Context: an optimization exercise on an open-source flow, tuned for small area, a short achievable clock period and few clock cycles per item. The choices shown serve that exercise and are no tape-out recipe.
In this exercise RTL edits were held to simulation tests only and were not proved equivalent to the original.
Power is estimated from default activity; no workload was simulated.

$ cat flow/constraint.sdc
create_clock -name core_clock -period 6.0 [get_ports {clk}]
set_input_delay 1.2000 -clock core_clock [delete_from_list [all_inputs] [get_ports {clk}]]
set_output_delay 1.2000 -clock core_clock [all_outputs]
set_load 0.01 [all_outputs]
$ cat flow/config.mk
export PLATFORM = sky130hd
export DESIGN_NAME = top
export DESIGN_NICKNAME = top
export VERILOG_FILES = /design/flow/design.v
export SDC_FILE = /design/flow/constraint.sdc
export NUM_CORES = 4
export LEC_CHECK = 0
export CAP_MARGIN = 20
export CORE_MARGIN = 2
export CORE_UTILIZATION = 65
export PLACE_DENSITY = 0.75
export SETUP_SLACK_MARGIN = 3.1
export SLEW_MARGIN = 20
$ cat flow/flow/run.sh
#!/bin/bash
set -e
export BUFFER_PORTS_ARGS="-buffer_cell sky130_fd_sc_hd__buf_2"
export SKIP_REPAIR_TIE_FANOUT=1
export CTS_ARGS="-sink_clustering_enable -repair_clock_nets -dont_use_dummy_load -sink_clustering_size 40 -sink_clustering_max_diameter 80 -buf_list {sky130_fd_sc_hd__clkbuf_4 sky130_fd_sc_hd__clkbuf_8}"
bash standard.sh > standard.log 2>&1
$ cat flow/standard.sh
#!/bin/bash
# synth_recipe.tcl (not shown) runs the flow's synth.tcl, then flattens the netlist and writes it again
# the make line also repeats each setting of config.mk as NAME=value (left out here)
make -C /OpenROAD-flow-scripts/flow DESIGN_CONFIG=/design/flow/config.mk WORK_HOME=/design/flow/orfs CLKGATE_MAP_FILE= SYNTH_SCRIPT=/design/flow/synth_recipe.tcl "${@:-finish}"
$ cat flow/design.v
module processor(
input   clk,
input   ld_a,
input   [3:0] c,         
input   [31:0] b_rdata,
output  [31:0] b_wdata
    );
reg [31:0] w1;
always @(posedge clk) if (ld_a) w1 <= b_rdata;
wire [63:0] p = {b_rdata, w1};
wire [6:0] a0 = p[6:0],   a1 = p[13:7],  a2 = p[20:14], a3 = p[27:21];
wire [6:0] b0 = p[34:28], b1 = p[41:35], b2 = p[48:42], b3 = p[55:49];
wire [4:0] op = p[60:56];
wire is_add = op[0], is_sub = op[1], is_mul = op[2], is_tra = op[3], is_det = op[4];
wire is_as = is_add | is_sub;
wire l3 = c[0], l0 = c[1], l1 = c[2], l2 = c[3];
reg tra_r;    
reg det0;     
reg sa;       
reg sb;       
reg sd;       
always @(posedge clk) begin
    tra_r <= b_rdata[27];
    det0  <= c[0] & b_rdata[28];
    sa    <= c[0] | (c[1] & ~tra_r);
    sb    <= c[0] | c[1] | (c[2] & tra_r);
    sd    <= c[0] | c[2];
end
wire [6:0] ma = sa ? a0 : a2;    
wire [6:0] mb = sb ? a1 : a3;    
wire [6:0] max3 = ma + {ma[5:0], 1'b0};
wire [6:0] mbx3 = mb + {mb[5:0], 1'b0};
wire [6:0] da = det0 ? a3 : (sd ? b0 : b1);
wire [6:0] db = det0 ? ~a2 : (sd ? b2 : b3);
wire mulen = is_mul | det0;
wire adda = (is_as & (l0 | l2)) | (is_tra & (l0 | l1));
wire addb = (is_as & (l1 | l3)) | (is_tra & (l2 | l3));
wire [6:0] bl = ({7{l0}} & b0) | ({7{l1}} & b1) | ({7{l2}} & b2) | ({7{l3}} & b3);
wire [6:0] x = ({7{is_as}} & (bl ^ {7{is_sub}})) | ({7{det0}} & a1);
wire pa0_1 = ((mulen & da[0] & ~da[1]) | adda);
wire pa0_2 = mulen & ~da[0] & da[1];
wire pa0_3 = mulen & da[0] & da[1];
wire pa0_r0 = (pa0_1 & ma[0]) | (pa0_3 & max3[0]);
wire pa0_r1 = (pa0_1 & ma[1]) | (pa0_2 & ma[0]) | (pa0_3 & max3[1]);
wire pa0_r2 = (pa0_1 & ma[2]) | (pa0_2 & ma[1]) | (pa0_3 & max3[2]);
wire pa0_r3 = (pa0_1 & ma[3]) | (pa0_2 & ma[2]) | (pa0_3 & max3[3]);
wire pa0_r4 = (pa0_1 & ma[4]) | (pa0_2 & ma[3]) | (pa0_3 & max3[4]);
wire pa0_r5 = (pa0_1 & ma[5]) | (pa0_2 & ma[4]) | (pa0_3 & max3[5]);
wire pa0_r6 = (pa0_1 & ma[6]) | (pa0_2 & ma[5]) | (pa0_3 & max3[6]);
wire pa1_1 = (mulen & da[2] & ~da[3]);
wire pa1_2 = mulen & ~da[2] & da[3];
wire pa1_3 = mulen & da[2] & da[3];
wire pa1_r2 = (pa1_1 & ma[0]) | (pa1_3 & max3[0]);
wire pa1_r3 = (pa1_1 & ma[1]) | (pa1_2 & ma[0]) | (pa1_3 & max3[1]);
wire pa1_r4 = (pa1_1 & ma[2]) | (pa1_2 & ma[1]) | (pa1_3 & max3[2]);
wire pa1_r5 = (pa1_1 & ma[3]) | (pa1_2 & ma[2]) | (pa1_3 & max3[3]);
wire pa1_r6 = (pa1_1 & ma[4]) | (pa1_2 & ma[3]) | (pa1_3 & max3[4]);
wire pa2_1 = (mulen & da[4] & ~da[5]);
wire pa2_2 = mulen & ~da[4] & da[5];
wire pa2_3 = mulen & da[4] & da[5];
wire pa2_r4 = (pa2_1 & ma[0]) | (pa2_3 & max3[0]);
wire pa2_r5 = (pa2_1 & ma[1]) | (pa2_2 & ma[0]) | (pa2_3 & max3[1]);
wire pa2_r6 = (pa2_1 & ma[2]) | (pa2_2 & ma[1]) | (pa2_3 & max3[2]);
wire pa3_1 = (mulen & da[6] & ~1'b0);
wire pa3_2 = mulen & ~da[6] & 1'b0;
wire pa3_3 = mulen & da[6] & 1'b0;
wire pa3_r6 = (pa3_1 & ma[0]) | (pa3_3 & max3[0]);
wire pb0_1 = ((mulen & db[0] & ~db[1]) | addb);
wire pb0_2 = mulen & ~db[0] & db[1];
wire pb0_3 = mulen & db[0] & db[1];
wire pb0_r0 = (pb0_1 & mb[0]) | (pb0_3 & mbx3[0]);
wire pb0_r1 = (pb0_1 & mb[1]) | (pb0_2 & mb[0]) | (pb0_3 & mbx3[1]);
wire pb0_r2 = (pb0_1 & mb[2]) | (pb0_2 & mb[1]) | (pb0_3 & mbx3[2]);
wire pb0_r3 = (pb0_1 & mb[3]) | (pb0_2 & mb[2]) | (pb0_3 & mbx3[3]);
wire pb0_r4 = (pb0_1 & mb[4]) | (pb0_2 & mb[3]) | (pb0_3 & mbx3[4]);
wire pb0_r5 = (pb0_1 & mb[5]) | (pb0_2 & mb[4]) | (pb0_3 & mbx3[5]);
wire pb0_r6 = (pb0_1 & mb[6]) | (pb0_2 & mb[5]) | (pb0_3 & mbx3[6]);
wire pb1_1 = (mulen & db[2] & ~db[3]);
wire pb1_2 = mulen & ~db[2] & db[3];
wire pb1_3 = mulen & db[2] & db[3];
wire pb1_r2 = (pb1_1 & mb[0]) | (pb1_3 & mbx3[0]);
wire pb1_r3 = (pb1_1 & mb[1]) | (pb1_2 & mb[0]) | (pb1_3 & mbx3[1]);
wire pb1_r4 = (pb1_1 & mb[2]) | (pb1_2 & mb[1]) | (pb1_3 & mbx3[2]);
wire pb1_r5 = (pb1_1 & mb[3]) | (pb1_2 & mb[2]) | (pb1_3 & mbx3[3]);
wire pb1_r6 = (pb1_1 & mb[4]) | (pb1_2 & mb[3]) | (pb1_3 & mbx3[4]);
wire pb2_1 = (mulen & db[4] & ~db[5]);
wire pb2_2 = mulen & ~db[4] & db[5];
wire pb2_3 = mulen & db[4] & db[5];
wire pb2_r4 = (pb2_1 & mb[0]) | (pb2_3 & mbx3[0]);
wire pb2_r5 = (pb2_1 & mb[1]) | (pb2_2 & mb[0]) | (pb2_3 & mbx3[1]);
wire pb2_r6 = (pb2_1 & mb[2]) | (pb2_2 & mb[1]) | (pb2_3 & mbx3[2]);
wire pb3_1 = (mulen & db[6] & ~1'b0);
wire pb3_2 = mulen & ~db[6] & 1'b0;
wire pb3_3 = mulen & db[6] & 1'b0;
wire pb3_r6 = (pb3_1 & mb[0]) | (pb3_3 & mbx3[0]);
wire t_s1;
wire t_c2;
wire t_s3;
wire t_c4;
wire t_s5;
wire t_s6;
assign t_s1 = pa0_r4 ^ pa1_r4;
assign t_c2 = pa0_r4 & pa1_r4;
assign t_s3 = pa0_r5 ^ pa1_r5 ^ pa2_r5;
assign t_c4 = (pa0_r5 & pa1_r5) | (pa0_r5 & pa2_r5) | (pa1_r5 & pa2_r5);
assign t_s5 = pa0_r6 ^ pa1_r6 ^ pa2_r6;
assign t_s6 = pa3_r6 ^ pb0_r6 ^ pb1_r6;
reg [34:0] s1;
reg s1_det;
always @(posedge clk) begin
    s1 <= {t_s6, t_s5, t_c4, x[6], pb3_r6, pb2_r6, t_s3, t_c2, x[5], pb2_r5, pb1_r5, pb0_r5, t_s1, x[4], pb2_r4, pb1_r4, pb0_r4, pa2_r4, x[3], pb1_r3, pb0_r3, pa1_r3, pa0_r3, x[2], pb1_r2, pb0_r2, pa1_r2, pa0_r2, x[1], pb0_r1, pa0_r1, is_sub, x[0], pb0_r0, pa0_r0};
    s1_det <= det0;
end
wire u_s1;
wire u_c2;
wire u_s3;
wire u_c4;
wire u_s5;
wire u_c6;
wire u_s7;
wire u_c8;
wire u_s9;
wire u_c10;
wire u_s11;
wire u_c12;
wire u_s13;
wire u_s14;
wire u_s15;
wire u_c16;
wire u_s17;
wire u_c18;
wire u_s19;
wire u_c20;
wire u_s21;
wire u_c22;
wire u_s23;
wire u_c24;
wire u_s25;
wire u_c26;
wire u_s27;
wire u_s28;
wire u_c29;
wire u_s30;
wire u_c31;
wire u_s32;
wire u_c33;
wire u_s34;
wire u_c35;
wire u_s36;
wire u_c37;
wire u_s38;
wire u_c39;
wire u_s40;
assign u_s1 = s1[7] ^ s1[8];
assign u_c2 = s1[7] & s1[8];
assign u_s3 = s1[12] ^ s1[13] ^ s1[14];
assign u_c4 = (s1[12] & s1[13]) | (s1[12] & s1[14]) | (s1[13] & s1[14]);
assign u_s5 = s1[17] ^ s1[18] ^ s1[19];
assign u_c6 = (s1[17] & s1[18]) | (s1[17] & s1[19]) | (s1[18] & s1[19]);
assign u_s7 = s1[20] ^ s1[21];
assign u_c8 = s1[20] & s1[21];
assign u_s9 = s1[23] ^ s1[24] ^ s1[25];
assign u_c10 = (s1[23] & s1[24]) | (s1[23] & s1[25]) | (s1[24] & s1[25]);
assign u_s11 = s1[26] ^ s1[27] ^ s1[28];
assign u_c12 = (s1[26] & s1[27]) | (s1[26] & s1[28]) | (s1[27] & s1[28]);
assign u_s13 = s1[29] ^ s1[30] ^ s1[31];
assign u_s14 = s1[32] ^ s1[33] ^ s1[34];
assign u_s15 = s1[0] ^ s1[1];
assign u_c16 = s1[0] & s1[1];
assign u_s17 = s1[4] ^ s1[5];
assign u_c18 = s1[4] & s1[5];
assign u_s19 = s1[9] ^ s1[10] ^ s1[11];
assign u_c20 = (s1[9] & s1[10]) | (s1[9] & s1[11]) | (s1[10] & s1[11]);
assign u_s21 = s1[15] ^ s1[16] ^ u_c2;
assign u_c22 = (s1[15] & s1[16]) | (s1[15] & u_c2) | (s1[16] & u_c2);
assign u_s23 = s1[22] ^ u_c4 ^ u_s5;
assign u_c24 = (s1[22] & u_c4) | (s1[22] & u_s5) | (u_c4 & u_s5);
assign u_s25 = u_c6 ^ u_c8 ^ u_s9;
assign u_c26 = (u_c6 & u_c8) | (u_c6 & u_s9) | (u_c8 & u_s9);
assign u_s27 = u_c10 ^ u_c12 ^ u_s13;
assign u_s28 = s1[2] ^ s1[3];
assign u_c29 = s1[2] & s1[3];
assign u_s30 = s1[6] ^ u_c16 ^ u_s17;
assign u_c31 = (s1[6] & u_c16) | (s1[6] & u_s17) | (u_c16 & u_s17);
assign u_s32 = u_s1 ^ u_c18 ^ u_s19;
assign u_c33 = (u_s1 & u_c18) | (u_s1 & u_s19) | (u_c18 & u_s19);
assign u_s34 = u_s3 ^ u_c20 ^ u_s21;
assign u_c35 = (u_s3 & u_c20) | (u_s3 & u_s21) | (u_c20 & u_s21);
assign u_s36 = u_s7 ^ u_c22 ^ u_s23;
assign u_c37 = (u_s7 & u_c22) | (u_s7 & u_s23) | (u_c22 & u_s23);
assign u_s38 = u_s11 ^ u_c24 ^ u_s25;
assign u_c39 = (u_s11 & u_c24) | (u_s11 & u_s25) | (u_c24 & u_s25);
assign u_s40 = u_s14 ^ u_c26 ^ u_s27;
wire [6:0] ra = {u_c39, u_c37, u_c35, u_c33, u_c31, u_c29, u_s15};
wire [6:0] rb = {u_s40, u_s38, u_s36, u_s34, u_s32, u_s30, u_s28};
wire [6:0] r = ra + rb;
reg [27:0] res;
always @(posedge clk) res <= {r[6] & ~s1_det, r[5:0], res[27:7]};
assign b_wdata = {4'd0, res[6:0], res[27:21], res[20:14], res[13:7]};
endmodule
module controller(
input clk,
input rst,                
input  [31:0] b_rdata,
output [31:0] addr,
output [3:0] we,
output en,
output ld_a,
output [3:0] c
    );
reg r1, r2, c0, c1, c2, c3, c4, wr;
reg [1:0] k;
reg [3:0] widx;     
reg       en_q, we_q;
wire f    = ~(r1 | r2 | c0 | c1 | c2 | c3 | c4 | wr);
wire done = k[1] & k[0];
wire n_r1 = f & ~done;
wire n_r2 = r1 & b_rdata[31];
wire [1:0] n_k = wr ? k + 2'd1 : k;
wire n_f  = ~(n_r1 | n_r2 | r2 | c0 | c1 | c2 | c3 | c4);
reg [3:0] n_widx;
always @(*) begin
    case (k)
        2'd0: n_widx = n_r1 ? 4'd1 : n_r2 ? 4'd2 : 4'd10;
        2'd1: n_widx = n_r1 ? 4'd4 : n_r2 ? 4'd5 : 4'd11;
        default: n_widx = n_r1 ? 4'd7 : n_r2 ? 4'd8 : 4'd12;
    endcase
    if (n_f) n_widx = 4'd0;
end
always @(posedge clk or negedge rst) begin
    if (!rst) begin
        r1 <= 1'b0;
        r2 <= 1'b0;
        c0 <= 1'b0;
        c1 <= 1'b0;
        c2 <= 1'b0;
        c3 <= 1'b0;
        c4 <= 1'b0;
        wr <= 1'b0;
        k  <= 2'd0;
        widx <= 4'd0;
        en_q <= 1'b1;
        we_q <= 1'b0;
    end else begin
        r1 <= n_r1;
        r2 <= n_r2;
        c0 <= r2;
        c1 <= c0;
        c2 <= c1;
        c3 <= c2;
        c4 <= c3;
        wr <= c4;
        k  <= n_k;
        widx <= n_widx;
        en_q <= (n_f & ~(n_k[1] & n_k[0])) | n_r1 | n_r2 | c4;
        we_q <= c4;
    end
end
assign en   = en_q;
assign we   = {4{we_q}};
assign addr = {26'd0, widx, 2'b00};
assign ld_a = r2;
assign c    = {c3, c2, c1, c0};
endmodule
module top(
input clk,
input rst,
input  [31:0] b_rdata,
output [31:0] b_wdata,
output [31:0] addr,
output [3:0] we,
output en,
output rstout
    );
wire       ld_a;
wire [3:0] c;
assign rstout = ~rst;
processor po(
        .clk(clk),
        .ld_a(ld_a),
        .c(c),
        .b_rdata(b_rdata),
        .b_wdata(b_wdata)
    );
controller co(
        .clk(clk),
        .rst(rst),
        .b_rdata(b_rdata),
        .addr(addr),
        .we(we),
        .en(en),
        .ld_a(ld_a),
        .c(c)
    );
endmodule
==> summary.md, run 1 <==
| Metric | Value |
|---|---|
| Async S/R FF share, synth | 12.9% |
| Num Clock Sinks | 116 |
| Ys Warns | 2 |
| Fmax | 0.353 GHz |
| Row count | 34 |
| Commonest non-fill, non-tap cells in the layout | buf_2 (70), dfxtp_1 (66), nand2_1 (38), edfxtp_1 (32), inv_1 (31) |
| Initial Util | 67.1% |
| Slew at the pin with the worst max-slew slack | 0.769 ns |
| Routability congestion estimate | 0.908 |
| Worst Hold Class | flip-flop to flip-flop |
| Root buf cell | clkbuf_8 |
| Filler cell count | 637 |
| Clk buf depth | 2 |
| Tot Pwr | 4.08 mW |
| Num CTS Buffers | 17 |
| Antenna-violating nets left | 0 |
| # diodes | 0 |
| GRT Resource Usage Total | 28.5% |
| Setup ws final | 3.17 ns |
| RSZ-0062 raised after global routing | yes |
| Maximum vdd drop | 383 uV |
| Core area | 8760 um^2 |
| First-pass GRT wire length | 21300 um |
| CP startpoint kind | flip-flop |
| Post-synthesis cell area | 5880 um^2 |
| Area grow syn2layout | 9.75% |
| Cts hold-fix bufs | 0 |
| Maxcap violations | 0 |
| Cells after Synth | 532 |
| Routed vias | 4231 |
| Die width | 99.1 um |
| Post-DR wirelength/cell | 19.6 um |
| # port buffers | 71 |
| Seq/Total Area, Yosys | 46.2% |
| Worst-path maximum fanout | 7 |
| Number of global-route vias before repair | 4128 |
| Min cycle time layout | 2.83 ns |
| Critical path type | flip-flop to flip-flop |
| Iter 0 DRT Violations | 290 |
| Share of layout cells above drive strength 1 | 25.1% |
| Pins Over Slew Limit | 0 |
| Commonest non-fill, non-tap cell in the layout | buf_2 |
| Largest net degree at the start of global routing | 35 |
| Status | timing/DRC/antenna clean |
| H-tree levels | 4 |
| Crit end category | flip-flop |
| Clock slew at reported path FFs | 0.07 ns |
| Insertion delay to the later sink of the worst-skew pair | 0.42 ns |
| Clk_skew | 0.0267 ns |
| Synth Net Count | 608 |
| First-pass detailed-route iteration total | 5 |
| Count of cell types in the netlist | 59 |
| Num ports | 104 |
| DP HPWL | 10100 um |
| Via density | 6.13 |
| Initial antenna violation count | 0 |
| Die area | 9820 um^2 |
| DRT Wirelength | 13500 um |
| Leakage | 2.83 nW |
| # setup viols final | 0 |
| Pwr/cell area | 633 nW/um^2 |
| Post-synth EDFFs | 32 |
| CTS tree | done |
| Period utilisation layout | 47.2% |
| Final Hold Viols | 0 |
| Setup TNS | 0 ns |
| GRT overflow | 0 |
| Post-route DRC violation count | 0 |
| NumNets Final | 660 |
| Chip height | 99.1 um |
| Worst hold slack | 0.331 ns |
| Rel. slew slack | 48.7% |
| Place WS | 2.80 ns |
| Crit path DAT | 3.16 ns |
| Synth Area per Inst | 11.1 um^2 |
| Synth Flop Type | dfxtp_1 |
| Register bit total from synthesis | 116 |
| Worst path required time | 6.33 ns |
==> worst max-delay path: stages (launching register included) <==
cell and delay, ns:
dfxtp_4 0.43, buf_4 0.14, mux2_2 0.42, ha_1 0.38, o21ai_0 0.14, o21a_1 0.21
or4_4 0.52, a31o_1 0.19, a32oi_1 0.19, xnor2_1 0.14
==> cell usage after synthesis (2+ instances only) <==
| cell | count | area share, % |
|---|---|---|
| dfrtp_1 | 14 | 6.0 |
| o21a_1 | 5 | 0.64 |
| o32a_1 | 3 | 0.51 |
| o21ai_2 | 2 | 0.30 |
| o21ai_0 | 18 | 1.5 |
| nand3b_1 | 3 | 0.38 |
| nand3_1 | 4 | 0.34 |
| a22o_1 | 10 | 1.5 |
| a22oi_1 | 9 | 1.1 |
| a32oi_1 | 2 | 0.30 |
| edfxtp_1 | 32 | 16 |
| buf_6 | 2 | 0.38 |
| xnor2_1 | 20 | 3.0 |
| mux2_2 | 19 | 3.6 |
| ha_1 | 25 | 5.3 |
| inv_1 | 35 | 2.2 |
| mux2i_1 | 21 | 3.6 |
| fa_1 | 17 | 5.8 |
| buf_2 | 2 | 0.17 |
| nand2b_1 | 6 | 0.64 |
| nor3_1 | 4 | 0.34 |
| a2bb2oi_1 | 2 | 0.30 |
| a21o_1 | 7 | 0.89 |
| o21bai_1 | 2 | 0.26 |
| a221oi_2 | 2 | 0.51 |
| xor2_1 | 8 | 1.2 |
| a222oi_1 | 4 | 0.68 |
| or3_1 | 2 | 0.21 |
| nor2b_1 | 7 | 0.74 |
| or4_1 | 2 | 0.26 |
| buf_4 | 37 | 4.7 |
| or2_1 | 2 | 0.21 |
| nand2_1 | 38 | 2.4 |
| a221oi_1 | 8 | 1.2 |
| nor2_1 | 27 | 1.7 |
| and2_1 | 3 | 0.32 |
| dfxtp_1 | 69 | 23 |
| o22ai_1 | 7 | 0.74 |
| clkbuf_1 | 8 | 0.51 |
| o211ai_1 | 2 | 0.26 |
| a211oi_1 | 6 | 0.77 |
| a21oi_1 | 19 | 1.6 |
==> cell type report <==
| class | instances | area (um^2) | share of cell area (%) |
|---|---|---|---|
| Sequential cell | 116 | 2730 | 42.2 |
| Multi-Input combinational cell | 331 | 2780 | 43.1 |
| Inverter | 36 | 135 | 2.09 |
| Tap cell | 108 | 135 | 2.09 |
| Timing Repair Buffer | 82 | 440 | 6.83 |
| Clock buffer | 17 | 234 | 3.63 |
==> flip-flops by register name (all words and copies together), names as in the netlist, 2 cells and up <==
| signal | cells |
|---|---|
| po.s1 | 35 |
| co.k | 2 |
| po.res | 28 |
| po.w1 | 32 |
| co.widx | 4 |
==> cells by family after synthesis <==
kind of cell,count (synthesis),synth area share (%)
mux,42,7.70
flops,116,46.2
compound gates,117,14.4
buf+inv,85,8.09
simple gates,101,8.26
xor+xnor,28,4.17
other cells,1,0.0638
fa+ha+maj,42,11.1
==> path summary, 6_finish.rpt <==
path | startpoint | end | slack, ns | cells after the start
worst max-delay path | po.sa | po.s1[33] | 3.17 | 9
max in group asynchronous | rst | co.en_q | 5.13 | 1
worst max register to register | po.sa | po.s1[33] | 3.17 | 9
worst min-delay path | po.res[11] | po.res[4] | 0.33 | 0
worst min register to register | po.res[11] | po.res[4] | 0.33 | 0
min in group asynchronous | rst | co.r1 | 0.63 | 1
==> timing repair <==
action                     CTS  global route
pin swaps                    2            11
setup endpoints to repair    6             4
resized for setup            7            15
buffers inserted             3             6
==> metal layers <==
layer	wire length, um	vias to the layer above	GRT usage (%)
met3	897	28	6.47
met4	337	0	9.80
met2	6660	215	47.1
met1	5630	2033	37.2
li1	-	1955	-
met5	0	-	0
==> power breakdown <==
group | internal, mW | switching (mW) | leakage, nW
clock | 0.248 | 0.253 | 0.122
combinational | 1.08 | 1.22 | 1.65
sequential | 1.10 | 0.177 | 1.06
total | 2.43 | 1.65 | 2.83
==> metrics by stage <==
step	util (%)	area (um^2)	std cells
floorplan	-	5890	532
global placement	69.1	6050	664
detailed placement	69.1	6050	664
CTS	72.3	6340	684
global route	73.6	6450	690
finish	73.6	6450	690
Testbench counts, summed over its fixed seeds: cycles 8,960, items 960.
==> run 2, diff against run 1 <==
--- a/flow/config.mk
+++ b/flow/config.mk
@@ -7,7 +7,7 @@
 export LEC_CHECK = 0
 export CAP_MARGIN = 20
 export CORE_MARGIN = 2
-export CORE_UTILIZATION = 65
-export PLACE_DENSITY = 0.75
+export CORE_UTILIZATION = 80
+export PLACE_DENSITY = 0.88
 export SETUP_SLACK_MARGIN = 3.1
 export SLEW_MARGIN = 20
==> run 2 against run 1 <==
Via count increased by 5.6%; synthesized area unchanged; critical path depth increased by 2; clock-buffer cell count unchanged; die area decreased by 18%; combinational power decreased by 3%; sequential cell count unchanged; clock power about the same; hold slack got worse by 0.0071 ns; wire length increased by 8.7%; synthesized cell count unchanged; critical path type unchanged.
==> summary.md, run 2 <==
| Metric | Value |
|---|---|
| Maximum vdd drop | 362 uV (was 383 uV) |
| Maxcap violations | 0 (unchanged) |
| Post-DR wirelength/cell | 21.5 um (was 19.6 um) |
| Setup ws final | 3.14 ns (was 3.17 ns) |
| First-pass GRT wire length | 22300 um (was 21300 um) |
| Initial antenna violation count | 0 (unchanged) |
| Slew at the pin with the worst max-slew slack | 0.764 ns (was 0.769 ns) |
| Fmax | 0.350 GHz (was 0.353 GHz) |
| Met2 usage in global routing | 61.6% (was 47.1%) |
| Top reg by flops | po.s1 (unchanged) |
| GR Util met1 | 45.3% (was 37.2%) |
| Via density | 6.55 (was 6.13) |
| Row count | 31 (was 34) |
| Synth Area per Inst | 11.1 um^2 (unchanged) |
| Worst path required time | 6.31 ns (was 6.33 ns) |
| Most common cell in the synthesized netlist | dfxtp_1 (unchanged) |
| Terminus of the critical flop-to-flop path | po.res[27] (was po.s1[33]) |
| Pins Over Slew Limit | 0 (unchanged) |
| Placed Cells incl. Taps | 655 (was 664) |
| H-tree levels | 4 (unchanged) |
| Share of layout cells above drive strength 1 | 24.4% (was 25.1%) |
| Routed vias | 4470 (was 4231) |
| Die width | 89.7 um (was 99.1 um) |
| Routability congestion estimate | 0.929 (was 0.908) |
| R2R Setup Slk | 3.14 ns (was 3.17 ns) |
| Largest net degree at the start of global routing | 35 (unchanged) |
| Cts hold-fix bufs | 0 (unchanged) |
| DRT Wirelength | 14700 um (was 13500 um) |
| Number of global-route vias before repair | 4300 (was 4128) |
| Final Hold Viols | 0 (unchanged) |
| Period utilisation layout | 47.7% (was 47.2%) |
| DP HPWL | 10300 um (was 10100 um) |
| Core area | 7180 um^2 (was 8760 um^2) |
| RSZ-0062 raised after global routing | yes (unchanged) |
| Crit end category | flip-flop (unchanged) |
| Largest regs | po.s1 x35, po.w1 x32, po.res x28 (unchanged) |
| Commonest non-fill, non-tap cells in the layout | buf_2 (70), dfxtp_1 (67), nand2_1 (38), inv_1 (33), edfxtp_1 (32) (was buf_2 (70), dfxtp_1 (66), nand2_1 (38), edfxtp_1 (32), inv_1 (31)) |
| Async S/R FF share, synth | 12.9% (unchanged) |
| Num ports | 104 (unchanged) |
| # diodes | 0 (unchanged) |
| Global routing usage on met3 | 8.63% (was 6.47%) |
| Crit path DAT | 3.17 ns (was 3.16 ns) |
| Pwr/cell area | 626 nW/um^2 (was 633 nW/um^2) |
| Ys Warns | 2 (unchanged) |
| Root buf cell | clkbuf_8 (unchanged) |
| Setup TNS | 0 ns (unchanged) |
| Die area | 8050 um^2 (was 9820 um^2) |
| Post-synth top cells | dfxtp_1 (69), nand2_1 (38), buf_4 (37) (unchanged) |
| Clk buf depth | 2 (unchanged) |
| Clock slew at reported path FFs | 0.08 ns (was 0.07 ns) |
| Post-layout util | 89.6% (was 73.6%) |
| Synth Net Count | 608 (unchanged) |
| Clk_skew | 0.0312 ns (was 0.0267 ns) |
| Count of cell types in the netlist | 59 (unchanged) |
| Commonest non-fill, non-tap cell in the layout | buf_2 (unchanged) |
| CTS tree | done (unchanged) |
| Cells after Synth | 532 (unchanged) |
| # setup viols final | 0 (unchanged) |
| Largest register FFs | 35 (unchanged) |
| Critical path type | flip-flop to flip-flop (unchanged) |
| GRT Resource Usage Total | 36.2% (was 28.5%) |
| WHS Endpoint | po.res[19] (was po.res[4]) |
| Post-synth EDFFs | 32 (unchanged) |
| Place WS | 2.75 ns (was 2.80 ns) |
| Cell taking the most area after synthesis | dfxtp_1 (unchanged) |
| Worst-path maximum fanout | 2 (was 7) |
| Status | timing/DRC/antenna clean (unchanged) |
| # port buffers | 71 (unchanged) |
| Min cycle time layout | 2.86 ns (was 2.83 ns) |
| CP startpoint kind | flip-flop (unchanged) |
| Ranking of synthesized cells by area | dfxtp_1 (23%), edfxtp_1 (16%), dfrtp_1 (6.0%) (unchanged) |
| GRT busiest layer | met2 (unchanged) |
| Antenna-violating nets left | 0 (unchanged) |
| Final non-filler cell total | 682 (was 690) |
| Synth Flop Type | dfxtp_1 (unchanged) |
| WHS Path Cells | 0 (unchanged) |
| Post-route DRC violation count | 0 (unchanged) |
| Area grow syn2layout | 9.30% (was 9.75%) |
| First-pass detailed-route iteration total | 8 (was 5) |
| Area share of the largest cell type after synthesis | 23.5% (unchanged) |
| Chip height | 89.7 um (was 99.1 um) |
| Post-synthesis cell area | 5880 um^2 (unchanged) |
| Leakage | 2.83 nW (about the same) |
| Tot Pwr | 4.02 mW (was 4.08 mW) |
| Register bit total from synthesis | 116 (unchanged) |
| Num Clock Sinks | 116 (unchanged) |
| GRT overflow | 0 (unchanged) |
| Length in cells of the worst reg-to-reg path | 11 (was 9) |
| Worst hold start | po.res[26] (was po.res[11]) |
| Worst Hold Class | flip-flop to flip-flop (unchanged) |
| Num CTS Buffers | 17 (unchanged) |
| Insertion delay to the later sink of the worst-skew pair | 0.44 ns (was 0.42 ns) |
| Reg2reg start | po.s1[17] (was po.sa) |
| Seq/Total Area, Yosys | 46.2% (unchanged) |
| Initial Util | 81.9% (was 67.1%) |
| NumNets Final | 661 (was 660) |
| Rel. slew slack | 49.0% (was 48.7%) |
| Iter 0 DRT Violations | 460 (was 290) |
-- run 2: final cells by class --
type | instances | area [um^2]
Multi-Input combinational cell | 331 | 2760
Sequential cell | 116 | 2720
Fill cell | 319 | 749
Timing Repair Buffer | 83 | 448
Clock buffer | 17 | 234
Inverter | 36 | 138
Tap cell | 99 | 124
-- run 2: metrics by stage --
step           area [um^2]  hold slack [ns]
3_3_place_gp          6040            0.326
2_1_floorplan         5890            0.352
6_report              6430            0.324
4_1_cts               6320            0.333
5_1_grt               6430            0.339
3_5_place_dp          6040            0.333
-- run 2: worst max-delay path by stage --
stage	depth (start not counted)	slack (ns)	end	startpoint
detailed placement	11	2.75	po.s1[28]	po.sa
global route	11	3.03	po.res[27]	po.s1[17]
floorplan	12	3.11	po.s1[28]	po.sa
global placement	11	2.86	po.s1[28]	po.sa
CTS	11	3.11	po.s1[28]	po.sa
finish	11	3.14	po.res[27]	po.s1[17]
-- run 2: cell families after synthesis --
kind of cell | count (synthesis) | synth area share, %
AOI/OAI and AO/OA | 117 | 14.4
DFF | 116 | 46.2
and+or+nand+nor | 101 | 8.26
buffers and inverters | 85 | 8.09
adders and majority gates | 42 | 11.1
muxes | 42 | 7.70
xor gates and xnor gates | 28 | 4.17
other | 1 | 0.0638
-- run 2: critical path, cell delays in order (launching register included) --
cell      delay (ns)
dfxtp_2         0.32
fa_1            0.51
fa_1            0.50
inv_1           0.05
fa_1            0.49
inv_2           0.05
ha_4            0.25
inv_1           0.04
o21bai_1        0.19
a21oi_1         0.11
xnor2_1         0.16
nor2_1          0.07
-- run 2: timing repair --
| action | 4_1_cts | 5_1_grt |
|---|---|---|
| buffers inserted | 1 | 9 |
| pin swaps | 3 | 9 |
| endpoints found under the setup margin | 7 | 3 |
| gates resized for setup | 8 | 9 |
-- run 2: per-layer routing --
| metal | wire length, um | part of all wire [%] | vias up |
|---|---|---|---|
| met3 | 1500 | 10 | 56 |
| met5 | 0 | 0 | - |
| met1 | 5360 | 36 | 2106 |
| li1 | - | - | 1951 |
| met4 | 515 | 3.5 | 0 |
| met2 | 7320 | 50 | 357 |
-- run 2: where the power goes --
part           leakage, nW  total (mW)  internal [mW]  switching (mW)
logic                 1.65        2.23           1.01            1.22
clock network        0.122       0.503          0.248           0.256
registers             1.06        1.29           1.10           0.186
==> run 3, diff against run 2 <==
--- a/flow/design.v
+++ b/flow/design.v
@@ -208,27 +208,12 @@
 output ld_a,
 output [3:0] c
     );
-reg r1, r2, c0, c1, c2, c3, c4, wr;
-reg [1:0] k;
-reg [3:0] widx;     
-reg       en_q, we_q;
-wire f    = ~(r1 | r2 | c0 | c1 | c2 | c3 | c4 | wr);
-wire done = k[1] & k[0];
-wire n_r1 = f & ~done;
-wire n_r2 = r1 & b_rdata[31];
-wire [1:0] n_k = wr ? k + 2'd1 : k;
-wire n_f  = ~(n_r1 | n_r2 | r2 | c0 | c1 | c2 | c3 | c4);
-reg [3:0] n_widx;
-always @(*) begin
-    case (k)
-        2'd0: n_widx = n_r1 ? 4'd1 : n_r2 ? 4'd2 : 4'd10;
-        2'd1: n_widx = n_r1 ? 4'd4 : n_r2 ? 4'd5 : 4'd11;
-        default: n_widx = n_r1 ? 4'd7 : n_r2 ? 4'd8 : 4'd12;
-    endcase
-    if (n_f) n_widx = 4'd0;
-end
+reg f, r1, r2, c0, c1, c2, c3, c4, wr;
+reg k0, k1, k2;            
+wire kd = ~(k0 | k1 | k2);
 always @(posedge clk or negedge rst) begin
     if (!rst) begin
+        f  <= 1'b1;
         r1 <= 1'b0;
         r2 <= 1'b0;
         c0 <= 1'b0;
@@ -237,27 +222,33 @@
         c3 <= 1'b0;
         c4 <= 1'b0;
         wr <= 1'b0;
-        k  <= 2'd0;
-        widx <= 4'd0;
-        en_q <= 1'b1;
-        we_q <= 1'b0;
+        k0 <= 1'b1;
+        k1 <= 1'b0;
+        k2 <= 1'b0;
     end else begin
-        r1 <= n_r1;
-        r2 <= n_r2;
+        f  <= (f & kd) | (r1 & ~b_rdata[31]) | wr;
+        r1 <= f & ~kd;
+        r2 <= r1 & b_rdata[31];
         c0 <= r2;
         c1 <= c0;
         c2 <= c1;
         c3 <= c2;
         c4 <= c3;
         wr <= c4;
-        k  <= n_k;
-        widx <= n_widx;
-        en_q <= (n_f & ~(n_k[1] & n_k[0])) | n_r1 | n_r2 | c4;
-        we_q <= c4;
+        if (wr) begin
+            k0 <= 1'b0;
+            k1 <= k0;
+            k2 <= k1;
+        end
     end
 end
-assign en   = en_q;
-assign we   = {4{we_q}};
+wire [3:0] widx;
+assign widx[0] = (r1 & (k0 | k2)) | ((r2 | wr) & k1);
+assign widx[1] = (r1 & k2) | (r2 & k0) | (wr & (k0 | k1));
+assign widx[2] = (r1 & (k1 | k2)) | (r2 & k1) | (wr & k2);
+assign widx[3] = (r2 & k2) | wr;
+assign en   = (f & ~kd) | r1 | r2 | wr;
+assign we   = {4{wr}};
 assign addr = {26'd0, widx, 2'b00};
 assign ld_a = r2;
 assign c    = {c3, c2, c1, c0};
--- a/flow/config.mk
+++ b/flow/config.mk
@@ -7,7 +7,6 @@
 export LEC_CHECK = 0
 export CAP_MARGIN = 20
 export CORE_MARGIN = 2
-export CORE_UTILIZATION = 80
-export PLACE_DENSITY = 0.88
+export CORE_UTILIZATION = 40
 export SETUP_SLACK_MARGIN = 3.1
 export SLEW_MARGIN = 20
==> run 3 against run 2 <==
Synthesized cell count decreased by 2.6%; non-clock buffer count decreased by 8; synthesized area decreased by 3.4%; global-route usage decreased by 19 points; largest cell class is now flip-flops and latches; register-to-register slack improved by 0.06 ns; fmax increased by 1.4%; hold slack improved by 0.0086 ns; clock-buffer cell count unchanged; critical path depth decreased by 9; clock power decreased by 4.0%.
==> summary.md, run 3 <==
| Metric | Value |
|---|---|
| Status | timing/DRC/antenna clean (unchanged) |
| Count of cell types in the netlist | 56 (was 59) |
| Post-route DRC violation count | 0 (unchanged) |
| Initial Util | 40.9% (was 81.9%) |
| R2R Setup Slk | 3.20 ns (was 3.14 ns) |
| Length in cells of the worst reg-to-reg path | 8 (was 11) |
| Async S/R FF share, synth | 10.6% (was 12.9%) |
| H-tree levels | 4 (unchanged) |
| Num Clock Sinks | 113 (was 116) |
| # diodes | 0 (unchanged) |
| Clk buf depth | 2 (unchanged) |
| Ranking of synthesized cells by area | dfxtp_1 (24%), edfxtp_1 (17%), fa_1 (6.0%) (was dfxtp_1 (23%), edfxtp_1 (16%), dfrtp_1 (6.0%)) |
| Terminus of the critical flop-to-flop path | po.s1[28] (was po.res[27]) |
| Num CTS Buffers | 17 (unchanged) |
| Seq/Total Area, Yosys | 46.6% (was 46.2%) |
| Largest register FFs | 35 (unchanged) |
| Via density | 5.23 (was 6.55) |
| Row count | 43 (was 31) |
| Synth Net Count | 591 (was 608) |
| Maxcap violations | 0 (unchanged) |
| Die width | 123 um (was 89.7 um) |
| Routability congestion estimate | 0.848 (was 0.929) |
| # port buffers | 71 (unchanged) |
| Chip height | 123 um (was 89.7 um) |
| Ys Warns | 2 (unchanged) |
| RSZ-0062 raised after global routing | yes (unchanged) |
| Cell taking the most area after synthesis | dfxtp_1 (unchanged) |
| Post-DR wirelength/cell | 16.9 um (was 21.5 um) |
| Area share of the largest cell type after synthesis | 24.3% (was 23.5%) |
| Critical path type | flip-flop to output pin (was flip-flop to flip-flop) |
| Crit end category | output pin (was flip-flop) |
| Initial antenna violation count | 0 (unchanged) |
| Commonest non-fill, non-tap cell in the layout | buf_2 (unchanged) |
| Setup TNS | 0 ns (unchanged) |
| Filler cell count | 1321 (was 319) |
| WHS Path Cells | 0 (unchanged) |
| Period utilisation layout | 47.0% (was 47.7%) |
| Cells after Synth | 518 (was 532) |
| Most common cell in the synthesized netlist | dfxtp_1 (unchanged) |
| Area grow syn2layout | 9.67% (was 9.30%) |
| First-pass GRT wire length | 19600 um (was 22300 um) |
| CP startpoint kind | flip-flop (unchanged) |
| GRT Resource Usage Total | 17.6% (was 36.2%) |
| First-pass detailed-route iteration total | 5 (was 8) |
| Top reg by flops | po.s1 (unchanged) |
| DP HPWL | 9570 um (was 10300 um) |
| Register area | 2650 um^2 (was 2720 um^2) |
| Die area | 15200 um^2 (was 8050 um^2) |
| Iter 0 DRT Violations | 346 (was 460) |
| Fmax | 0.354 GHz (was 0.350 GHz) |
| Worst-path maximum fanout | 13 (was 2) |
| Insertion delay to the later sink of the worst-skew pair | 0.42 ns (was 0.44 ns) |
| Reg2reg start | po.sa (was po.s1[17]) |
| NumNets Final | 634 (was 661) |
| Commonest non-fill, non-tap cells in the layout | buf_2 (70), dfxtp_1 (67), inv_1 (43), nand2_1 (39), edfxtp_1 (32) (was buf_2 (70), dfxtp_1 (67), nand2_1 (38), inv_1 (33), edfxtp_1 (32)) |
| Crit path DAT | 1.62 ns (was 3.17 ns) |
| Worst path required time | 4.80 ns (was 6.31 ns) |
| Register bit total from synthesis | 113 (was 116) |
| Worst hold start | po.res[26] (unchanged) |
| Post-synth top cells | dfxtp_1 (69), inv_1 (43), nand2_1 (39) (was dfxtp_1 (69), nand2_1 (38), buf_4 (37)) |
| Synth Flop Type | dfxtp_1 (unchanged) |
| Share of layout cells above drive strength 1 | 24.5% (was 24.4%) |
| Post-synthesis cell area | 5680 um^2 (was 5880 um^2) |
| Number of global-route vias before repair | 3846 (was 4300) |
| CTS tree | done (unchanged) |
| Final Hold Viols | 0 (unchanged) |
| Antenna-violating nets left | 0 (unchanged) |
| Num ports | 104 (unchanged) |
| Clock slew at reported path FFs | 0.06 ns (was 0.08 ns) |
| Leakage | 2.70 nW (was 2.83 nW) |
| Post-synth EDFFs | 32 (unchanged) |
| Area of the multi-input gates | 2570 um^2 (was 2760 um^2) |
| Core area | 13900 um^2 (was 7180 um^2) |
| Worst Hold Class | flip-flop to flip-flop (unchanged) |
| Worst hold slack | 0.332 ns (was 0.324 ns) |
| Largest net degree at the start of global routing | 40 (was 35) |
| DRT Wirelength | 12500 um (was 14700 um) |
| WHS Endpoint | po.res[19] (unchanged) |
| GRT overflow | 0 (unchanged) |
| Maximum vdd drop | 122 uV (was 362 uV) |
| Root buf cell | clkbuf_8 (unchanged) |
| Min cycle time layout | 2.82 ns (was 2.86 ns) |
| Rel. slew slack | 36.8% (was 49.0%) |
| Routed vias | 3866 (was 4470) |
| Slew at the pin with the worst max-slew slack | 0.944 ns (was 0.764 ns) |
| Pins Over Slew Limit | 0 (unchanged) |
| Pwr/cell area | 275 nW/um^2 (was 626 nW/um^2) |
| Clk_skew | 0.0205 ns (was 0.0312 ns) |
| Largest regs | po.s1 x35, po.w1 x32, po.res x28 (unchanged) |
| Synth Area per Inst | 11.0 um^2 (was 11.1 um^2) |
| # setup viols final | 0 (unchanged) |
## run 3: cell types whose count changed after synthesis, sizes merged, moves of 4 or more
cell,delta
inv,+7
nor2b,+8
dfrtp,-4
a21oi,+6
o22ai,-6
## run 3: worst max-delay path by stage
stage	end	depth (start not counted)	startpoint	slack [ns]
floorplan	po.s1[28]	12	po.sa	3.20
global placement	po.s1[28]	11	po.sa	2.94
detailed placement	po.s1[28]	11	po.sa	2.81
CTS	rstout	3	rst	3.12
global route	en	4	co.k2	3.09
finish	en	2	co.wr	3.18
## run 3: cell type report
cell class              instances  area share, %
multi-input cells             311           41.2
clock buffers                  17           3.76
inverters                      43           2.59
flip-flops and latches        113           42.6
well taps                     180           3.61
repair buffers                 75           6.29
## run 3: worst max-delay path: stages, from the launching register on
cell     delay [ns]
dfrtp_1        0.51
or4_1          0.55
buf_2          0.15
## run 3: repair_timing
| item | CTS | global route |
|---|---|---|
| gates resized for setup | 5 | 8 |
| endpoints found under the setup margin | 4 | 7 |
| hold buffers | 0 | 0 |
| pin swaps | 0 | 2 |
| buffers inserted | 1 | 1 |
## run 3: power breakdown
| part | internal (mW) | switching (mW) |
|---|---|---|
| logic | 0.142 | 0.177 |
| clock network | 0.247 | 0.236 |
| registers | 0.881 | 0.0334 |
## run 3: cells by family (layout without fill, tap and decap cells)
logic type / after synthesis / count (layout) / synth area share (%)
buffers and inverters: 94 / 135 / 9.03
AO/OA/AOI/OAI: 107 / 107 / 13.5
AND/OR/NAND/NOR: 94 / 94 / 7.60
multiplexers: 41 / 41 / 7.95
adder cells (fa/ha/maj): 39 / 39 / 10.8
XOR/XNOR: 29 / 29 / 4.47
other: 1 / 1 / 0.0660
flip-flops: 113 / 113 / 46.6
## run 3: per-layer routing
metal	share of wire (%)	vias up	GRT usage, %
met2	47	169	28.1
met1	44	1850	22.5
met3	7.3	16	4.70
met4	2.1	0	7.39
met5	0	-	0
li1	-	1831	-
## run 3: metrics by stage
| step | utilization, % | cells | power [mW] | cell area [um^2] | setup slack, ns |
|---|---|---|---|---|---|
| 2_1_floorplan | - | 518 | 1.13 | 5680 | 3.20 |
| 3_3_place_gp | 42.7 | 720 | 1.24 | 5930 | 2.94 |
| 3_5_place_dp | 42.7 | 720 | 1.25 | 5930 | 2.81 |
| 4_1_cts | 44.6 | 738 | 1.74 | 6190 | 3.12 |
| 5_1_grt | 44.9 | 739 | 1.83 | 6230 | 3.09 |
| 6_report | 44.9 | 739 | 1.72 | 6230 | 3.18 |
Testbench counts of run 3, summed over its fixed seeds: cycles 8,960, items 960.
==> run 4, diff against run 3 <==
==> flow/flow/run.sh (replaced) <==
#!/bin/bash
set -e
export BUFFER_PORTS_ARGS="-buffer_cell sky130_fd_sc_hd__buf_1"
export SKIP_REPAIR_TIE_FANOUT=1
export CTS_ARGS="-sink_clustering_enable -repair_clock_nets -dont_use_dummy_load -sink_clustering_size 40 -sink_clustering_max_diameter 80 -buf_list {sky130_fd_sc_hd__clkbuf_4 sky130_fd_sc_hd__clkbuf_8}"
bash standard.sh > standard.log 2>&1
--- a/flow/config.mk
+++ b/flow/config.mk
@@ -5,6 +5,7 @@
 export SDC_FILE = /design/flow/constraint.sdc
 export NUM_CORES = 4
 export LEC_CHECK = 0
+export ABC_AREA = 1
 export CAP_MARGIN = 20
 export CORE_MARGIN = 2
 export CORE_UTILIZATION = 40
==> run 4 against run 3 <==
Clock-buffer cell count unchanged; setup slack improved by 0.010 ns; clock power increased by 4.1%; first-iteration DRC count decreased by 35%; hold slack improved by 0.0069 ns; non-clock buffer count decreased by 1; clock skew decreased by 0.0059 ns; sequential cell count unchanged; total power increased by 0.78%; sequential share of layout area decreased by 1.7 points.
==> summary.md, run 4 <==
| Metric | Value |
|---|---|
| Number of global-route vias before repair | 4663 (was 3846) |
| Synth Area per Inst | 8.86 um^2 (was 11.0 um^2) |
| # port buffers | 71 (unchanged) |
| Area grow syn2layout | 7.24% (was 9.67%) |
| Iter 0 DRT Violations | 226 (was 346) |
| Slew at the pin with the worst max-slew slack | 0.839 ns (was 0.944 ns) |
| Largest regs | po.s1 x35, po.w1 x32, po.res x28 (unchanged) |
| Insertion delay to the later sink of the worst-skew pair | 0.43 ns (was 0.42 ns) |
| GRT Resource Usage Total | 18.9% (was 17.6%) |
| Pins Over Slew Limit | 0 (unchanged) |
| Async S/R FF share, synth | 10.6% (unchanged) |
| Register bit total from synthesis | 113 (unchanged) |
| Top reg by flops | po.s1 (unchanged) |
| GR Util met1 | 23.7% (was 22.5%) |
| Post-synthesis cell area | 6050 um^2 (was 5680 um^2) |
| Reg2reg start | po.s1[17] (was po.sa) |
| Worst Hold Class | flip-flop to flip-flop (unchanged) |
| Most common cell in the synthesized netlist | nand2_1 (was dfxtp_1) |
| Final Cell Area | 6480 um^2 (was 6230 um^2) |
| Largest register FFs | 35 (unchanged) |
| Count of cell types in the netlist | 49 (was 56) |
| Critical path type | primary input to output pin (was flip-flop to output pin) |
| Final Hold Viols | 0 (unchanged) |
| Num Clock Sinks | 113 (unchanged) |
| Global routing usage on met3 | 5.27% (was 4.70%) |
| Length in cells of the worst reg-to-reg path | 9 (was 8) |
| Cts hold-fix bufs | 0 (unchanged) |
| Num ports | 104 (unchanged) |
| Crit path depth | 3 (was 2) |
| R2R Setup Slk | 3.22 ns (was 3.20 ns) |
| Final non-filler cell total | 909 (was 739) |
| Commonest non-fill, non-tap cell in the layout | nand2_1 (was buf_2) |
| WHS Path Cells | 0 (unchanged) |
| CP startpoint kind | primary input (was flip-flop) |
| GRT busiest layer | met2 (unchanged) |
| Placed Cells incl. Taps | 891 (was 720) |
| Worst path required time | 4.80 ns (about the same) |
| Ranking of synthesized cells by area | dfxtp_1 (23%), edfxtp_1 (16%), nand2_1 (11%) (was dfxtp_1 (24%), edfxtp_1 (17%), fa_1 (6.0%)) |
| Dpl cell area | 6190 um^2 (was 5930 um^2) |
| GRT overflow | 0 (unchanged) |
| CTS tree | done (unchanged) |
| CP bufs+invs | 3 (was 1) |
| Row count | 44 (was 43) |
| Kind of cell with the highest combined delay on the critical path | buffers and inverters (was simple AND/OR/NAND/NOR gates) |
| Ys Warns | 2 (unchanged) |
| Share of layout cells above drive strength 1 | 12.3% (was 24.5%) |
| Status | timing/DRC/antenna clean (unchanged) |
| Crit path DAT | 1.61 ns (was 1.62 ns) |
| # setup viols final | 0 (unchanged) |
| Commonest non-fill, non-tap cells in the layout | nand2_1 (178), inv_1 (85), buf_1 (70), dfxtp_1 (66), nand3_1 (41) (was buf_2 (70), dfxtp_1 (67), inv_1 (43), nand2_1 (39), edfxtp_1 (32)) |
| Setup TNS | 0 ns (unchanged) |
| Routability congestion estimate | 0.899 (was 0.848) |
| H-tree levels | 4 (unchanged) |
| Maxcap violations | 0 (unchanged) |
| Period utilisation layout | 46.9% (was 47.0%) |
| Post-synth top cells | nand2_1 (180), inv_1 (87), dfxtp_1 (69) (was dfxtp_1 (69), inv_1 (43), nand2_1 (39)) |
| Clk_skew | 0.0146 ns (was 0.0205 ns) |
| Chip height | 127 um (was 123 um) |
| Root buf cell | clkbuf_8 (unchanged) |
| Leakage | 2.89 nW (was 2.70 nW) |
| Via density | 5.00 (was 5.23) |
| Worst path cell trace | clkbuf_4 > inv_1 > buf_1 (was or4_1 > buf_2) |
| Synth Net Count | 755 (was 591) |
| Die area | 16100 um^2 (was 15200 um^2) |
| Rel. slew slack | 43.7% (was 36.8%) |
| Initial antenna violation count | 0 (unchanged) |
| Register area | 2650 um^2 (unchanged) |
| # diodes | 0 (unchanged) |
| Post-synth EDFFs | 32 (unchanged) |
| Worst stage delay on the critical path | 0.19 ns (was 0.55 ns) |
| Min cycle time layout | 2.81 ns (was 2.82 ns) |
| Routed vias | 4547 (was 3866) |
| Clock slew at reported path FFs | 0.06 ns (about the same) |
| Critical Path Source | rst (was co.wr) |
| Fmax | 0.356 GHz (was 0.354 GHz) |
| Clk buf depth | 2 (unchanged) |
| NumNets Final | 800 (was 634) |
| Filler cell count | 1464 (was 1321) |
| Die width | 127 um (was 123 um) |
| Seq/Total Area, Yosys | 43.8% (was 46.6%) |
| First-pass GRT wire length | 23400 um (was 19600 um) |
| DRT Wirelength | 14200 um (was 12500 um) |
| Worst hold start | po.res[17] (was po.res[26]) |
| Cell taking the most area after synthesis | dfxtp_1 (unchanged) |
| Met2 usage in global routing | 31.4% (was 28.1%) |
| WHS Endpoint | po.res[10] (was po.res[19]) |
| Largest net degree at the start of global routing | 34 (was 40) |
| Area of the multi-input gates | 2700 um^2 (was 2570 um^2) |
| CP max stage cell | clkbuf_4 (was or4_1) |
| Pwr/cell area | 267 nW/um^2 (was 275 nW/um^2) |
| Worst-path maximum fanout | 13 (unchanged) |
| Terminus of the critical flop-to-flop path | po.res[26] (was po.s1[28]) |
| Cells after Synth | 682 (was 518) |
| DP HPWL | 11300 um (was 9570 um) |
| Antenna-violating nets left | 0 (unchanged) |
| Area share of the largest cell type after synthesis | 22.8% (was 24.3%) |
| Crit end category | output pin (unchanged) |
| Num CTS Buffers | 17 (unchanged) |
| Place WS | 2.84 ns (was 2.81 ns) |
| Initial Util | 41.3% (was 40.9%) |
| Synth Flop Type | dfxtp_1 (unchanged) |
| Setup ws final | 3.19 ns (was 3.18 ns) |
| Maximum vdd drop | 191 uV (was 122 uV) |
| Core area | 14600 um^2 (was 13900 um^2) |
| Post-DR wirelength/cell | 15.6 um (was 16.9 um) |
| First-pass detailed-route iteration total | 5 (unchanged) |
| Post-route DRC violation count | 0 (unchanged) |
| RSZ-0062 raised after global routing | yes (unchanged) |
[run 4: layout make-up]
class	instances	share of cell area, %
clock buffers	17	3.61
inverters	97	5.73
multi-input cells	424	41.7
flip-flops and latches	113	40.9
well taps	184	3.55
repair buffers	74	4.52
[run 4: per-stage QoR]
step                total power, mW  utilization (%)  hold slack, ns
floorplan                      1.13                -           0.331
global placement               1.22             42.3           0.334
detailed placement             1.22             42.3           0.336
CTS                            1.72             43.9           0.343
global route                   1.83             44.3           0.360
finish                         1.73             44.3           0.339
[run 4: cell families (layout without fill, tap and decap cells)]
family,Yosys count,count (layout),synth area share [%]
AOI/OAI and AO/OA,82,82,9.21
buffers and inverters,145,188,12.3
xor gates and xnor gates,17,17,2.46
other,1,1,0.0620
DFF,113,113,43.7
adders and majority gates,39,39,10.2
and+or+nand+nor,285,285,22.1
[run 4: timing repair]
item	4_1_cts	5_1_grt
hold endpoints to repair	0	0
resized for setup	2	14
endpoints found under the setup margin	4	5
buffers inserted	0	1
gates cloned	0	0
pin swaps	1	9
[run 4: worst max path at each step]
stage,to,slack (ns)
after floorplan,po.res[27],3.32
after global placement,rstout,2.85
after detailed placement,rstout,2.84
after CTS,po.res[27],3.11
after global routing,po.res[27],3.09
final,rstout,3.19
[run 4: worst reg2reg max path, stage by stage (launching register included)]
cell and delay [ns]:
dfxtp_2 0.32, inv_2 0.04, fa_1 0.57, fa_1 0.47
fa_1 0.54, inv_2 0.05, ha_4 0.27, inv_1 0.04
o21ai_0 0.25, xor2_1 0.17
[run 4: routing by layer]
metal	vias up	part of all wire, %
met2	194	48
met5	-	0
met4	0	2.3
met3	25	7.3
li1	2249	-
met1	2079	43
[run 4: power breakdown]
part | total [mW] | internal [mW] | switching (mW)
sequential | 0.914 | 0.880 | 0.0341
clock | 0.503 | 0.248 | 0.255
combinational | 0.312 | 0.116 | 0.196
total | 1.73 | 1.24 | 0.485
==> run 5, diff against run 4 <==
--- a/flow/config.mk
+++ b/flow/config.mk
@@ -5,7 +5,6 @@
 export SDC_FILE = /design/flow/constraint.sdc
 export NUM_CORES = 4
 export LEC_CHECK = 0
-export ABC_AREA = 1
 export CAP_MARGIN = 20
 export CORE_MARGIN = 2
 export CORE_UTILIZATION = 40
==> run 5 against run 4 <==
Still clean; fmax shrank 0.68%; sequential power hardly changed; clock power shrank 3%; clock-buffer cell count is the same; critical path depth up 1; final cell count fell by 18%; first-iteration DRC count up 38%.
==> summary.md, run 5 <==
| Metric | Value |
|---|---|
| Core area | 13900 um^2 (was 14600 um^2) |
| Num Clock Sinks | 113 (unchanged) |
| Top reg by flops | po.s1 (unchanged) |
| Crit path DAT | 1.63 ns (was 1.61 ns) |
| GRT overflow | 0 (unchanged) |
| Status | timing/DRC/antenna clean (unchanged) |
| CTS tree | done (unchanged) |
| # setup viols final | 0 (unchanged) |
| Via density | 5.23 (was 5.00) |
| Post-synth top cells | dfxtp_1 (69), inv_1 (43), nand2_1 (39) (was nand2_1 (180), inv_1 (87), dfxtp_1 (69)) |
| Largest regs | po.s1 x35, po.w1 x32, po.res x28 (unchanged) |
| Number of global-route vias before repair | 3874 (was 4663) |
| Most common cell in the synthesized netlist | dfxtp_1 (was nand2_1) |
| Ys Warns | 2 (unchanged) |
| Post-DR wirelength/cell | 16.7 um (was 15.6 um) |
| Post-layout util | 44.4% (was 44.3%) |
| Area share of the largest cell type after synthesis | 24.3% (was 22.8%) |
| Die area | 15200 um^2 (was 16100 um^2) |
| Largest register FFs | 35 (unchanged) |
| Worst Hold Class | flip-flop to flip-flop (unchanged) |
| NumNets Final | 636 (was 800) |
| Dpl cell area | 5840 um^2 (was 6190 um^2) |
| Maximum vdd drop | 146 uV (was 191 uV) |
| Iter 0 DRT Violations | 313 (was 226) |
| Worst stage delay on the critical path | 0.40 ns (was 0.19 ns) |
| Routed vias | 3876 (was 4547) |
| First-pass detailed-route iteration total | 6 (was 5) |
| Synth Flop Type | dfxtp_1 (unchanged) |
| GRT Resource Usage Total | 17.9% (was 18.9%) |
| Worst path required time | 4.80 ns (about the same) |
| Critical path type | flip-flop to output pin (was primary input to output pin) |
| Commonest non-fill, non-tap cells in the layout | buf_1 (70), dfxtp_1 (65), inv_1 (40), nand2_1 (39), edfxtp_1 (32) (was nand2_1 (178), inv_1 (85), buf_1 (70), dfxtp_1 (66), nand3_1 (41)) |
| Clk buf depth | 2 (unchanged) |
| RSZ-0062 raised after global routing | yes (unchanged) |
| Setup TNS | 0 ns (unchanged) |
| Leakage | 2.49 nW (was 2.89 nW) |
| Pins Over Slew Limit | 0 (unchanged) |
| Area grow syn2layout | 8.54% (was 7.24%) |
| H-tree levels | 4 (unchanged) |
| Root buf cell | clkbuf_8 (unchanged) |
| Row count | 43 (was 44) |
| Min cycle time layout | 2.83 ns (was 2.81 ns) |
| Clk_skew | 0.0269 ns (was 0.0146 ns) |
| Die width | 123 um (was 127 um) |
| Kind of cell with the highest combined delay on the critical path | simple AND/OR/NAND/NOR gates (was buffers and inverters) |
| Ranking of synthesized cells by area | dfxtp_1 (24%), edfxtp_1 (17%), fa_1 (6.0%) (was dfxtp_1 (23%), edfxtp_1 (16%), nand2_1 (11%)) |
| Worst-path maximum fanout | 6 (was 13) |
| Post-synth EDFFs | 32 (unchanged) |
| Count of cell types in the netlist | 56 (was 49) |
| Num CTS Buffers | 17 (unchanged) |
| Post-route DRC violation count | 0 (unchanged) |
| Slew at the pin with the worst max-slew slack | 1.04 ns (was 0.839 ns) |
| Register bit total from synthesis | 113 (unchanged) |
| # port buffers | 71 (unchanged) |
| Share of layout cells above drive strength 1 | 13.4% (was 12.3%) |
| # diodes | 0 (unchanged) |
| Cell taking the most area after synthesis | dfxtp_1 (unchanged) |
| CP startpoint kind | flip-flop (was primary input) |
| Worst path cell trace | nor3_2 > nor2b_1 > or4_1 > buf_1 (was clkbuf_4 > inv_1 > buf_1) |
| Fmax | 0.353 GHz (was 0.356 GHz) |
| Chip height | 123 um (was 127 um) |
| CP bufs+invs | 1 (was 3) |
| Synth Net Count | 591 (was 755) |
| Largest net degree at the start of global routing | 40 (was 34) |
| Final Hold Viols | 0 (unchanged) |
| Insertion delay to the later sink of the worst-skew pair | 0.43 ns (about the same) |
| Tot Pwr | 1.71 mW (was 1.73 mW) |
| Initial antenna violation count | 0 (unchanged) |
| Final non-filler cell total | 741 (was 909) |
| Period utilisation layout | 47.2% (was 46.9%) |
| DRT Wirelength | 12400 um (was 14200 um) |
| Rel. slew slack | 30.2% (was 43.7%) |
| CP max stage cell | dfstp_2 (was clkbuf_4) |
| Clock slew at reported path FFs | 0.06 ns (about the same) |
| Routability congestion estimate | 0.859 (was 0.899) |
| Synth Area per Inst | 11.0 um^2 (was 8.86 um^2) |
| Cells after Synth | 518 (was 682) |
| Commonest non-fill, non-tap cell in the layout | buf_1 (was nand2_1) |
| Antenna-violating nets left | 0 (unchanged) |
| Initial Util | 40.9% (was 41.3%) |
| Async S/R FF share, synth | 10.6% (unchanged) |
| Seq/Total Area, Yosys | 46.6% (was 43.8%) |
| Maxcap violations | 0 (unchanged) |
| Placed Cells incl. Taps | 720 (was 891) |
| Post-synthesis cell area | 5680 um^2 (was 6050 um^2) |
| Num ports | 104 (unchanged) |
| Pwr/cell area | 277 nW/um^2 (was 267 nW/um^2) |
| Crit end category | output pin (unchanged) |
| First-pass GRT wire length | 20000 um (was 23400 um) |
| DP HPWL | 9390 um (was 11300 um) |
| Final Cell Area | 6170 um^2 (was 6480 um^2) |
run 5: cell types whose count changed in the layout (fill, tap and decap cells not counted), sizes merged, moves of 6 or more:
cell    before  now
nand2      195   39
inv         96   43
nand3       50    1
mux2i        0   21
mux2         0   20
xnor2        5   23
nor2b        0   15
o211ai      13    2
a22oi        2   11
o21ai       30   22
a21o         0    7
nand4        7    0
xor2        12    6
run 5: path summary, 6_finish.rpt:
kind	start	end	slack, ns	cells after the start
hold reg to reg	po.res[23]	po.res[16]	0.35	0
setup reg to reg	po.sa	po.s1[28]	3.23	11
hold / removal	po.res[23]	po.res[16]	0.35	0
setup / recovery	co.k0	en	3.17	4
max in group asynchronous	rst	co.f	5.12	1
min in group asynchronous	rst	co.c3	0.63	1
run 5: cells by family (layout without fill, tap and decap cells):
family | count (synthesis) | count (layout) | share of synthesized area [%]
other | 1 | 1 | 0.0660
muxes | 41 | 41 | 7.95
buffers and inverters | 94 | 137 | 9.03
AOI/OAI and AO/OA | 107 | 107 | 13.5
xor gates and xnor gates | 29 | 29 | 4.47
adders and majority gates | 39 | 39 | 10.8
DFF | 113 | 113 | 46.6
and+or+nand+nor | 94 | 94 | 7.60
run 5: cell type report:
class	count	area, um^2
tap	180	225
clock buffer	17	234
fill	1325	7710
inverter	43	161
sequential	113	2650
multi-input combinational	311	2570
timing repair buffer	77	319
run 5: routing by layer:
layer  track usage (%)  wire length, um  vias up
met3              5.26              892       18
met2              28.8             5700      167
met1              23.0             5580     1855
met5                 0                0        -
li1                  -                -     1836
met4              6.18              228        0
run 5: timing repair:
action                                  in CTS  in global routing
gates resized for setup                      5                 15
pin swaps                                    0                  8
endpoints found under the setup margin       6                  8
hold buffers                                 0                  0
buffers inserted                             1                  3
run 5: report_power, final:
group / switching, mW / total [mW] / internal, mW
Combinational: 0.178 / 0.301 / 0.123
Clock: 0.242 / 0.489 / 0.247
Sequential: 0.0357 / 0.916 / 0.881
Total: 0.456 / 1.71 / 1.25
run 5: through the flow:
step | hold slack (ns) | setup WS [ns]
finish | 0.345 | 3.17
global route | 0.354 | 3.08
CTS | 0.349 | 3.06
detailed placement | 0.335 | 2.79
global placement | 0.332 | 2.86
floorplan | 0.331 | 3.20
==> run 6, diff against run 5 <==
--- a/flow/config.mk
+++ b/flow/config.mk
@@ -7,6 +7,6 @@
 export LEC_CHECK = 0
 export CAP_MARGIN = 20
 export CORE_MARGIN = 2
-export CORE_UTILIZATION = 40
+export CORE_UTILIZATION = 30
 export SETUP_SLACK_MARGIN = 3.1
 export SLEW_MARGIN = 20
==> run 6 against run 5 <==
Critical path depth is the same; utilization shrank 11 points; largest power group unchanged; clock-buffer cell count is the same; design area grew 1.5%; sequential share of layout area shrank 0.63 points; wire length grew 2.0%; synthesized cell count is the same; die area grew 32%; sequential power is essentially flat; highest routed layer unchanged; largest cell class unchanged.
==> summary.md, run 6 <==
| Metric | Value |
|---|---|
| Status | timing/DRC/antenna clean (unchanged) |
| CTS tree | done (unchanged) |
| Period utilisation layout | 47.4% (was 47.2%) |
| Initial Util | 30.5% (was 40.9%) |
| Seq/Total Area, Yosys | 46.6% (unchanged) |
| Ranking of synthesized cells by area | dfxtp_1 (24%), edfxtp_1 (17%), fa_1 (6.0%) (unchanged) |
| NetSw | 0.476 mW (was 0.456 mW) |
| Synth Area per Inst | 11.0 um^2 (unchanged) |
| Synth Flop Type | dfxtp_1 (unchanged) |
| Power share of the clock group | 29.3% (was 28.6%) |
| Worst path required time | 4.80 ns (about the same) |
| Row count | 50 (was 43) |
| Setup TNS | 0 ns (unchanged) |
| Final Hold Viols | 0 (unchanged) |
| Die width | 142 um (was 123 um) |
| Clk buf depth | 2 (unchanged) |
| Post-synthesis cell area | 5680 um^2 (unchanged) |
| CP startpoint kind | flip-flop (unchanged) |
| Maxcap violations | 0 (unchanged) |
| First-pass detailed-route iteration total | 8 (was 6) |
| Post-synth top cells | dfxtp_1 (69), inv_1 (43), nand2_1 (39) (unchanged) |
| Commonest non-fill, non-tap cell in the layout | buf_1 (unchanged) |
| Fmax | 0.352 GHz (was 0.353 GHz) |
| Ys Warns | 2 (unchanged) |
| Clk_skew | 0.0266 ns (was 0.0269 ns) |
| Cells after Synth | 518 (unchanged) |
| Sw frac | 27.5% (was 26.7%) |
| # setup viols final | 0 (unchanged) |
| Number of global-route vias before repair | 3822 (was 3874) |
| Core area | 18600 um^2 (was 13900 um^2) |
| Worst-path maximum fanout | 2 (was 6) |
| Synth Net Count | 591 (unchanged) |
| Pins Over Slew Limit | 0 (unchanged) |
| Commonest non-fill, non-tap cells in the layout | buf_1 (69), dfxtp_1 (66), inv_1 (40), nand2_1 (39), edfxtp_1 (32) (was buf_1 (70), dfxtp_1 (65), inv_1 (40), nand2_1 (39), edfxtp_1 (32)) |
| Routability congestion estimate | 0.937 (was 0.859) |
| Post-DR wirelength/cell | 15.9 um (was 16.7 um) |
| # port buffers | 71 (unchanged) |
| Kind of cell with the highest combined delay on the critical path | simple AND/OR/NAND/NOR gates (unchanged) |
| Via density | 4.85 (was 5.23) |
| Most common cell in the synthesized netlist | dfxtp_1 (unchanged) |
| Register bit total from synthesis | 113 (unchanged) |
| Share of layout cells above drive strength 1 | 14.2% (was 13.4%) |
| NumNets Final | 637 (was 636) |
| Flop pwr share | 52.9% (was 53.7%) |
| Filler cell count | 1872 (was 1325) |
| Root buf cell | clkbuf_8 (unchanged) |
| Count of cell types in the netlist | 56 (unchanged) |
| GRT overflow | 0 (unchanged) |
| RSZ-0062 raised after global routing | yes (unchanged) |
==> run 6: cell counts after synthesis <==
No cell type changed its count.
==> run 6: area by class of cell <==
class                      instances  area share, %
multi-input combinational        311           41.4
tap                              234           4.68
inverter                          43           2.58
sequential                       113           42.4
timing repair buffer              78           5.24
clock buffer                      17           3.74
==> run 6: cell families (layout without fill, tap and decap cells) <==
kind of cell | count (synthesis) | count (layout) | synth area share [%]
compound gates | 107 | 107 | 13.5
xor+xnor | 29 | 29 | 4.47
fa+ha+maj | 39 | 39 | 10.8
buf+inv | 94 | 138 | 9.03
flops | 113 | 113 | 46.6
mux | 41 | 41 | 7.95
other cells | 1 | 1 | 0.0660
simple gates | 94 | 94 | 7.60
==> run 6: power by group through the flow <==
stage | Clock (mW) | Combinational (mW) | Sequential, mW
3_5_place_dp | 0 | 0.288 | 0.934
5_1_grt | 0.551 | 0.345 | 0.926
3_3_place_gp | 0 | 0.288 | 0.929
4_1_cts | 0.521 | 0.289 | 0.918
6_report | 0.506 | 0.307 | 0.915
2_1_floorplan | 0 | 0.161 | 0.970
==> run 6: layer usage <==
layer | GRT usage, % | vias up | share of wire [%]
met5 | 0 | - | 0
met4 | 4.53 | 0 | 1.6
met3 | 3.10 | 20 | 6.6
met2 | 20.6 | 179 | 46
met1 | 17.2 | 1823 | 46
li1 | - | 1836 | -
==> run 6: final timing paths <==
| check | to | cells past startpoint | slack (ns) | from |
|---|---|---|---|---|
| worst max-delay path | en | 4 | 3.16 | co.k1 |
| worst min-delay path | po.res[8] | 0 | 0.34 | po.res[15] |
| worst max register to register | po.s1[28] | 11 | 3.20 | po.sa |
| worst min register to register | po.res[8] | 0 | 0.34 | po.res[15] |
| max in group asynchronous | co.f | 1 | 5.12 | rst |
| min in group asynchronous | co.k2 | 1 | 0.63 | rst |
==> run 6: what timing repair did <==
| action | CTS | global route |
|---|---|---|
| buffers inserted | 1 | 3 |
| pin swaps | 0 | 8 |
| endpoints found under the setup margin | 5 | 7 |
| gates resized for setup | 6 | 19 |
==> run 6: per-stage QoR <==
stage / instance area (um^2) / setup slack, ns / hold WS, ns / instances / util (%)
finish: 6260 / 3.16 / 0.339 / 796 / 33.6
global route: 6260 / 3.04 / 0.343 / 796 / 33.6
CTS: 6170 / 3.07 / 0.343 / 793 / 33.1
global placement: 5910 / 2.89 / 0.336 / 775 / 31.7
detailed placement: 5910 / 2.80 / 0.333 / 775 / 31.7
floorplan: 5680 / 3.20 / 0.331 / 518 / -
